Source: an optimization exercise on an open RTL-to-GDS flow (aim: small area). Production flows keep margins and buffers that such runs may drop. Where RTL was checked, it was by simulation tests only, not by an equivalence proof against the original.

== run 1 ==
==> module Decoder, before the edit <==
module Decoder #(parameter BIN_WIDTH = 4)(
    input clk,
    input reset,
    input bypass,
    input [7:0] pState_in,
    input [1:0] n_bin,
    input [15:0] m_value_binRE_in,
    input [16:0] m_value_binEP0_in,
    input [16:0] m_value_binEP1_in,
    input [16:0] m_value_binEP2_in,
    input [16:0] m_value_binEP3_in,
    output wire [BIN_WIDTH - 1:0] bin,
    output wire [15:0] m_value_binRE_out,
    output wire [16:0] m_value_binEP0_out,
    output wire [16:0] m_value_binEP1_out,
    output wire [16:0] m_value_binEP2_out,
    output wire [16:0] m_value_binEP3_out,
    output wire [2:0] numBits,
    output wire mps_renorm,
    output wire lps
);
    reg [8:0] m_range;
    reg [15:0] m_value;
    wire b0, b1, b2, b3;
    wire [15:0] v0, v1, v2, v3;
    Decode_1xEP ep0 (.m_range(m_range), .e(m_value_binEP0_in), .bin_out(b0), .v(v0));
    Decode_1xEP ep1 (.m_range(m_range), .e(m_value_binEP1_in), .bin_out(b1), .v(v1));
    Decode_1xEP ep2 (.m_range(m_range), .e(m_value_binEP2_in), .bin_out(b2), .v(v2));
    Decode_1xEP ep3 (.m_range(m_range), .e(m_value_binEP3_in), .bin_out(b3), .v(v3));
    assign m_value_binEP0_out = {m_value, 1'b0};
    assign m_value_binEP1_out = {v0, 1'b0};
    assign m_value_binEP2_out = {v1, 1'b0};
    assign m_value_binEP3_out = {v2, 1'b0};
    wire sel0 = bypass & ~n_bin[1] & ~n_bin[0];
    wire sel1 = bypass & ~n_bin[1] &  n_bin[0];
    wire sel2 = bypass &  n_bin[1] & ~n_bin[0];
    wire sel3 = bypass &  n_bin[1] &  n_bin[0];
    wire [15:0] v_next = ({16{sel0}} & v0) | ({16{sel1}} & v1) | ({16{sel2}} & v2) |
                         ({16{sel3}} & v3) | ({16{~bypass}} & m_value_binRE_in);
    wire [3:0] bin_ep = {sel3 & b3, (sel2 | sel3) & b2, ~sel0 & b1, b0};
    wire [4:0] q = pState_in[6:2] ^ {5{pState_in[7]}};
    wire [3:0] r = m_range[8:5];
    wire [4:0] pp0 = q & {5{r[0]}};
    wire [4:0] pp1 = q & {5{r[1]}};
    wire [4:0] pp2 = q & {5{r[2]}};
    wire [4:0] pp3 = q & {5{r[3]}};
    wire [4:0] s1; wire c1;
    AddRipple #(5) a1 (.a({1'b0, pp0[4:1]}), .b(pp1), .ci(1'b0), .s(s1), .co(c1));
    wire [4:0] s2; wire c2;
    AddRipple #(5) a2 (.a({c1, s1[4:1]}), .b(pp2), .ci(1'b0), .s(s2), .co(c2));
    wire [4:0] s3; wire c3;
    AddRipple #(5) a3 (.a({c2, s2[4:1]}), .b(pp3), .ci(1'b1), .s(s3), .co(c3));
    wire [7:0] lpsr = {c3, s3, s2[0], s1[0]};
    wire [8:0] rl; wire rl_ge;
    SubRipple #(9) srl (.a(m_range), .b({1'b0, lpsr}), .d(rl), .ge(rl_ge));
    wire [8:0] a_lo; wire a_ge;
    SubRipple #(9) sva (.a(m_value[15:7]), .b(m_range), .d(a_lo), .ge(a_ge));
    wire [7:0] t_lo; wire t_c8;
    AddRipple #(8) at (.a(a_lo[7:0]), .b(lpsr), .ci(1'b0), .s(t_lo), .co(t_c8));
    wire t8 = a_lo[8] ^ t_c8;
    wire c9 = a_lo[8] & t_c8;
    wire t9 = ~a_ge ^ c9;             
    wire t10 = ~a_ge & ~c9;           
    wire [8:0] vd = {t8, t_lo};
    wire is_lps = ~t10 & (rl_ge | t9);
    wire lz2 = ~|lpsr[7:4];
    wire lz1 = (lpsr[7:5] == 3'b001) | (lpsr[7:4] == 4'b0001);
    wire lz0 = (lpsr[7:6] == 2'b01) | (lpsr[7:4] == 4'b0001) | (lpsr[7:2] == 6'b000001);
    wire [7:0] l1 = lz2 ? {lpsr[3:0], 4'b0000} : lpsr;
    wire [7:0] l2 = lz1 ? {l1[5:0], 2'b00} : l1;
    wire [6:0] l3 = lz0 ? l2[5:0] << 1 : l2[6:0];
    wire [2:0] nb = {lz2, lz1, lz0} + 3'd1;
    assign lps = is_lps;
    assign mps_renorm = is_lps | rl[8];
    assign numBits = is_lps ? nb : 3'd1;
    wire [15:0] sh0 = {vd[7:0], m_value[6:0], 1'b0};
    wire [15:0] sh1 = lz2 ? {sh0[11:0], 4'b0000} : sh0;
    wire [15:0] sh2 = lz1 ? {sh1[13:0], 2'b00} : sh1;
    wire [15:0] re_lps = lz0 ? {sh2[14:0], 1'b0} : sh2;
    wire [15:0] re_mps = rl[8] ? m_value : {m_value[14:0], 1'b0};
    assign m_value_binRE_out = is_lps ? re_lps : re_mps;
    wire [8:0] rng_lps = {1'b1, l3, 1'b0};
    wire [8:0] rng_mps = rl[8] ? rl : {rl[7:0], 1'b0};
    wire [8:0] rng_re = is_lps ? rng_lps : rng_mps;
    wire [3:0] bin_re = is_lps ? {3'b111, ~pState_in[7]} : {3'b000, pState_in[7]};
    assign bin = bypass ? bin_ep : bin_re;
    always @(posedge clk or posedge reset) begin
        if (reset) begin
            m_range <= 9'd510;
            m_value <= 16'd36049;
        end else begin
            m_value <= v_next;
            if (!bypass)
                m_range <= rng_re;
        end
    end
endmodule
clock: 10.0 ns
lec_check: 0
abc_area: 1
cap_margin: 0
core_margin: 2
core_utilization: 50
slew_margin: 0
standard.sh (not shown) runs the stock make flow with config.mk's settings and CLKGATE_MAP_FILE= SYNTH_SCRIPT=/design/flow/synth_recipe.tcl, a recipe that flattens the netlist after the stock synthesis.
==> flow/flow/run.sh <==
#!/bin/bash
# Standard ORFS layout with two changes:
#  1. after the standard synthesis, the combinational logic of its netlist is re-mapped by
#     ABC with area-oriented scripts, a few rounds, keeping the smallest result (the
#     flip-flops are kept exactly as the standard synthesis made them);
#  2. the port buffers use the smallest buffer cell.
set -euo pipefail
HERE=$(pwd)
R=$HERE/orfs/results/sky130hd/Decoder/base
LIB=$FLOW_HOME/platforms/sky130hd/lib/sky130_fd_sc_hd__tt_025C_1v80.lib
DU=""
for c in probe_p_8 probec_p_8 lpflow_bleeder_1 lpflow_clkbufkapwr_1 lpflow_clkbufkapwr_16 \
  lpflow_clkbufkapwr_2 lpflow_clkbufkapwr_4 lpflow_clkbufkapwr_8 lpflow_clkinvkapwr_1 \
  lpflow_clkinvkapwr_16 lpflow_clkinvkapwr_2 lpflow_clkinvkapwr_4 lpflow_clkinvkapwr_8 \
  lpflow_inputiso0n_1 lpflow_inputiso0p_1 lpflow_inputiso1n_1 lpflow_inputiso1p_1 \
  lpflow_isobufsrc_1 lpflow_isobufsrc_16 lpflow_isobufsrc_2 lpflow_isobufsrc_4 \
  lpflow_isobufsrc_8 lpflow_isobufsrckapwr_16; do
  DU="$DU -dont_use sky130_fd_sc_hd__$c"
done

bash standard.sh synth > synth.log 2>&1
cp $R/1_2_yosys.v $HERE/std_synth.v

# one round: re-map the combinational logic of $1 with ABC script $3 into $2
remap() {
  yosys -l $2.log -p "
read_liberty -ignore_miss_func -overwrite -setattr liberty_cell $LIB
blackbox sky130_fd_sc_hd__df*
read_verilog -overwrite $1
hierarchy -top Decoder
flatten
opt_clean
abc -liberty $LIB $DU -script $3
opt_clean -purge
read_liberty -lib -overwrite $LIB
tee -o $2.stat stat -liberty $LIB
write_verilog -noattr -nohex -nodec $2
" > /dev/null
  awk '/Chip area/{print $NF}' $2.stat
}

mkdir -p remap
best=$HERE/std_synth.v
best_area=1e9
cur=$HERE/std_synth.v
for round in 1 2 3 4 5; do
  round_best=""; round_area=1e9
  for s in s5 s9 s10; do
    out=$HERE/remap/r${round}_$s.v
    a=$(remap $cur $out $HERE/flow/$s.abc)
    echo "round $round $s area $a" >> remap/summary.txt
    if awk "BEGIN{exit !($a < $round_area)}"; then round_area=$a; round_best=$out; fi
  done
  cur=$round_best
  if awk "BEGIN{exit !($round_area < $best_area)}"; then best_area=$round_area; best=$round_best; fi
done
echo "best $best $best_area" >> remap/summary.txt

yosys -l $HERE/finalize.log -p "
read_liberty -lib -overwrite $LIB
read_verilog $best
hierarchy -top Decoder
hilomap -singleton -hicell sky130_fd_sc_hd__conb_1 HI -locell sky130_fd_sc_hd__conb_1 LO
insbuf -buf sky130_fd_sc_hd__buf_1 A X
splitnets
opt_clean -purge
check -assert -mapped
stat -liberty $LIB
write_verilog -noattr -nohex -nodec $HERE/resyn.v
" > /dev/null

cp $HERE/resyn.v $R/1_2_yosys.v
rm -f $R/1_synth.odb $R/1_synth.sdc

export BUFFER_PORTS_ARGS="-buffer_cell sky130_fd_sc_hd__buf_1"
bash standard.sh > standard.log 2>&1
Other scripts of this flow, unchanged in this note and not shown: flow/flow/s10.abc, flow/flow/s5.abc, flow/flow/s9.abc
[inputs] run 2 vs run 1
--- a/flow/design.v
+++ b/flow/design.v
@@ -116,12 +116,12 @@
     wire t10 = ~a_ge & ~c9;           
     wire [8:0] vd = {t8, t_lo};
     wire is_lps = ~t10 & (rl_ge | t9);
     wire lz2 = ~|lpsr[7:4];
-    wire lz1 = (lpsr[7:5] == 3'b001) | (lpsr[7:4] == 4'b0001);
-    wire lz0 = (lpsr[7:6] == 2'b01) | (lpsr[7:4] == 4'b0001) | (lpsr[7:2] == 6'b000001);
     wire [7:0] l1 = lz2 ? {lpsr[3:0], 4'b0000} : lpsr;
+    wire lz1 = ~|l1[7:6];
     wire [7:0] l2 = lz1 ? {l1[5:0], 2'b00} : l1;
+    wire lz0 = ~l2[7];
     wire [6:0] l3 = lz0 ? l2[5:0] << 1 : l2[6:0];
     wire [2:0] nb = {lz2, lz1, lz0} + 3'd1;
     assign lps = is_lps;
     assign mps_renorm = is_lps | rl[8];
==> summary.txt <==
Run 2 -> run 1: area after synthesis flat
Diff run 1 -> run 2 | via count | increase of 4.2%
Compare run 1 and run 2 | initial core utilization higher: run 1
Taking run 1 as the reference point, the total track usage of run 2 rises by 1.3 points.
Looking at initial antenna violation count, run 2 sits 1 above run 1.
Summary of run 2 over run 1: setup slack after placement went up by 0.13 ns.
No functional check of the RTL was part of any run of this note.

## the previous run
Decoder, a different RTL version from the one above (not shown whole).
Size in the first run: ~810 cells after synthesis, ~190 I/O pins.
==> module Decoder, before the edit <==
module Decoder #(parameter BIN_WIDTH = 4)(
    input clk,
    input reset,
    input bypass,
    input [7:0] pState_in,
    input [1:0] n_bin,
    input [15:0] m_value_binRE_in,
    input [16:0] m_value_binEP0_in,
    input [16:0] m_value_binEP1_in,
    input [16:0] m_value_binEP2_in,
    input [16:0] m_value_binEP3_in,
    output wire [BIN_WIDTH - 1:0] bin,
    output wire [15:0] m_value_binRE_out,
    output wire [16:0] m_value_binEP0_out,
    output wire [16:0] m_value_binEP1_out,
    output wire [16:0] m_value_binEP2_out,
    output wire [16:0] m_value_binEP3_out,
    output wire [2:0] numBits,
    output wire mps_renorm,
    output wire lps
);
    reg [8:0] m_range;
    reg [15:0] m_value;
    wire b0, b1, b2, b3;
    wire [15:0] v0, v1, v2, v3;
    Decode_1xEP ep0 (.m_range(m_range), .e(m_value_binEP0_in), .bin_out(b0), .v(v0));
    Decode_1xEP ep1 (.m_range(m_range), .e(m_value_binEP1_in), .bin_out(b1), .v(v1));
    Decode_1xEP ep2 (.m_range(m_range), .e(m_value_binEP2_in), .bin_out(b2), .v(v2));
    Decode_1xEP ep3 (.m_range(m_range), .e(m_value_binEP3_in), .bin_out(b3), .v(v3));
    assign m_value_binEP0_out = {m_value, 1'b0};
    assign m_value_binEP1_out = {v0, 1'b0};
    assign m_value_binEP2_out = {v1, 1'b0};
    assign m_value_binEP3_out = {v2, 1'b0};
    reg [15:0] v_ep;
    reg [3:0] bin_ep;
    always @(*) begin
        case (n_bin)
            2'd0: begin v_ep = v0; bin_ep = {3'b000, b0}; end
            2'd1: begin v_ep = v1; bin_ep = {2'b00, b1, b0}; end
            2'd2: begin v_ep = v2; bin_ep = {1'b0, b2, b1, b0}; end
            default: begin v_ep = v3; bin_ep = {b3, b2, b1, b0}; end
        endcase
    end
    wire [4:0] q = pState_in[6:2] ^ {5{pState_in[7]}};
    wire [3:0] r = m_range[8:5];
    wire [4:0] pp0 = q & {5{r[0]}};
    wire [4:0] pp1 = q & {5{r[1]}};
    wire [4:0] pp2 = q & {5{r[2]}};
    wire [4:0] pp3 = q & {5{r[3]}};
    wire [4:0] s1; wire c1;
    AddRipple #(5) a1 (.a({1'b0, pp0[4:1]}), .b(pp1), .ci(1'b0), .s(s1), .co(c1));
    wire [4:0] s2; wire c2;
    AddRipple #(5) a2 (.a({c1, s1[4:1]}), .b(pp2), .ci(1'b0), .s(s2), .co(c2));
    wire [4:0] s3; wire c3;
    AddRipple #(5) a3 (.a({c2, s2[4:1]}), .b(pp3), .ci(1'b1), .s(s3), .co(c3));
    wire [7:0] lpsr = {c3, s3, s2[0], s1[0]};
    wire [8:0] rl; wire rl_ge;
    SubRipple #(9) srl (.a(m_range), .b({1'b0, lpsr}), .d(rl), .ge(rl_ge));
    wire [8:0] a_lo; wire a_ge;
    SubRipple #(9) sva (.a(m_value[15:7]), .b(m_range), .d(a_lo), .ge(a_ge));
    wire [7:0] t_lo; wire t_c8;
    AddRipple #(8) at (.a(a_lo[7:0]), .b(lpsr), .ci(1'b0), .s(t_lo), .co(t_c8));
    wire t8 = a_lo[8] ^ t_c8;
    wire c9 = a_lo[8] & t_c8;
    wire t9 = ~a_ge ^ c9;             
    wire t10 = ~a_ge & ~c9;           
    wire [8:0] vd = {t8, t_lo};
    wire is_lps = ~t10 & (rl_ge | t9);
    reg [2:0] nb;
    always @(*) begin
        casez (lpsr[7:3])
            5'b1????: nb = 3'd1;
            5'b01???: nb = 3'd2;
            5'b001??: nb = 3'd3;
            5'b0001?: nb = 3'd4;
            5'b00001: nb = 3'd5;
            default:  nb = 3'd6;
        endcase
    end
    assign lps = is_lps;
    assign mps_renorm = is_lps | rl[8];
    assign numBits = is_lps ? nb : 3'd1;
    wire [15:0] re_lps = {vd, m_value[6:0]} << nb;
    wire [15:0] re_mps = rl[8] ? m_value : {m_value[14:0], 1'b0};
    assign m_value_binRE_out = is_lps ? re_lps : re_mps;
    wire [7:0] lps_sh = lpsr << nb;
    wire [8:0] rng_lps = {1'b1, lps_sh};   
    wire [8:0] rng_mps = rl[8] ? rl : {rl[7:0], 1'b0};
    wire [8:0] rng_re = is_lps ? rng_lps : rng_mps;
    wire [3:0] bin_re = is_lps ? {3'b111, ~pState_in[7]} : {3'b000, pState_in[7]};
    assign bin = bypass ? bin_ep : bin_re;
    always @(posedge clk or posedge reset) begin
        if (reset) begin
            m_range <= 9'd510;
            m_value <= 16'd36049;
        end else begin
            m_value <= bypass ? v_ep : m_value_binRE_in;
            if (!bypass)
                m_range <= rng_re;
        end
    end
endmodule
clock: 10.0 ns
lec_check: 0
abc_area: 1
cap_margin: 20
core_margin: 2
core_utilization: 50
slew_margin: 20
==> flow/flow/s10.abc <==
strash
dc2
dch -f
amap -F 10 -A 50 -C 5000
topo
==> flow/flow/s5.abc <==
strash
balance
 rewrite
 refactor
 balance
 rewrite
 rewrite -z
 balance
 refactor -z
 rewrite -z
 balance
dch -f
amap
topo
==> flow/flow/s9.abc <==
strash
balance
 rewrite
 refactor
 balance
 rewrite
 rewrite -z
 balance
 refactor -z
 rewrite -z
 balance
balance
 rewrite
 refactor
 balance
 rewrite
 rewrite -z
 balance
 refactor -z
 rewrite -z
 balance
balance
 rewrite
 refactor
 balance
 rewrite
 rewrite -z
 balance
 refactor -z
 rewrite -z
 balance
dch -f
amap
topo
Scripts as last shown in full above: flow/flow/run.sh
The previous run ended with every stage complete and zero timing, DRC or antenna violations.
[inputs] the current run vs the previous run
--- a/flow/design.v
+++ b/flow/design.v
@@ -84,16 +84,13 @@
     assign m_value_binEP1_out = {v0, 1'b0};
     assign m_value_binEP2_out = {v1, 1'b0};
     assign m_value_binEP3_out = {v2, 1'b0};
-    reg [15:0] v_ep;
-    reg [3:0] bin_ep;
-    always @(*) begin
-        case (n_bin)
-            2'd0: begin v_ep = v0; bin_ep = {3'b000, b0}; end
-            2'd1: begin v_ep = v1; bin_ep = {2'b00, b1, b0}; end
-            2'd2: begin v_ep = v2; bin_ep = {1'b0, b2, b1, b0}; end
-            default: begin v_ep = v3; bin_ep = {b3, b2, b1, b0}; end
-        endcase
-    end
+    wire sel0 = bypass & ~n_bin[1] & ~n_bin[0];
+    wire sel1 = bypass & ~n_bin[1] &  n_bin[0];
+    wire sel2 = bypass &  n_bin[1] & ~n_bin[0];
+    wire sel3 = bypass &  n_bin[1] &  n_bin[0];
+    wire [15:0] v_next = ({16{sel0}} & v0) | ({16{sel1}} & v1) | ({16{sel2}} & v2) |
+                         ({16{sel3}} & v3) | ({16{~bypass}} & m_value_binRE_in);
+    wire [3:0] bin_ep = {sel3 & b3, (sel2 | sel3) & b2, ~sel0 & b1, b0};
     wire [4:0] q = pState_in[6:2] ^ {5{pState_in[7]}};
     wire [3:0] r = m_range[8:5];
     wire [4:0] pp0 = q & {5{r[0]}};
@@ -147,7 +144,7 @@
             m_range <= 9'd510;
             m_value <= 16'd36049;
         end else begin
-            m_value <= bypass ? v_ep : m_value_binRE_in;
+            m_value <= v_next;
             if (!bypass)
                 m_range <= rng_re;
         end
Findings:
- The wire length reported by the detailed router of the current run is lower than that of the previous run.
- Cmp the current run vs the previous run: synthesized instance count lower in the current run
- The current run: summed instance area of the synthesized netlist 1.9% below the previous run
- In the tables for the current run and the previous run, non-clock buffer count reads higher with the previous run.
No functional check of the RTL was part of the previous run.

==> port drivers added, routing unchanged <==
In the flow no input, the clock included, has a driving cell. The finished layouts below were timed again as built, in two steps. Step 1: set_driving_cell puts a clkbuf_16 on clk and a buf_2 on each other input, an assumption about the parent block. Step 2 also shifts input and output timing later by t, the mid clock arrival at the registers, as if the neighbouring blocks saw the same clock. Slacks: ideal / step 1 / step 2; pairs: ideal / step 1.
run	t, ns	setup WS [ns]	worst data-port slew with drivers (ns)	pins driven straight from the clock port
run 1	0.297	0.439 / 0.417 / 0.417	0.04	1
run 2	0.297	0.502 / 0.480 / 0.480	0.04	1
the previous run	0.302	0.452 / 0.423 / 0.423	0.05	1
the current run	0.298	0.579 / 0.559 / 0.559	0.04	1
After both steps every run listed still meets setup and hold. The setup slack of the previous run, which loses most, moves by -0.029 ns with the drivers and by -0.029 ns with both steps.
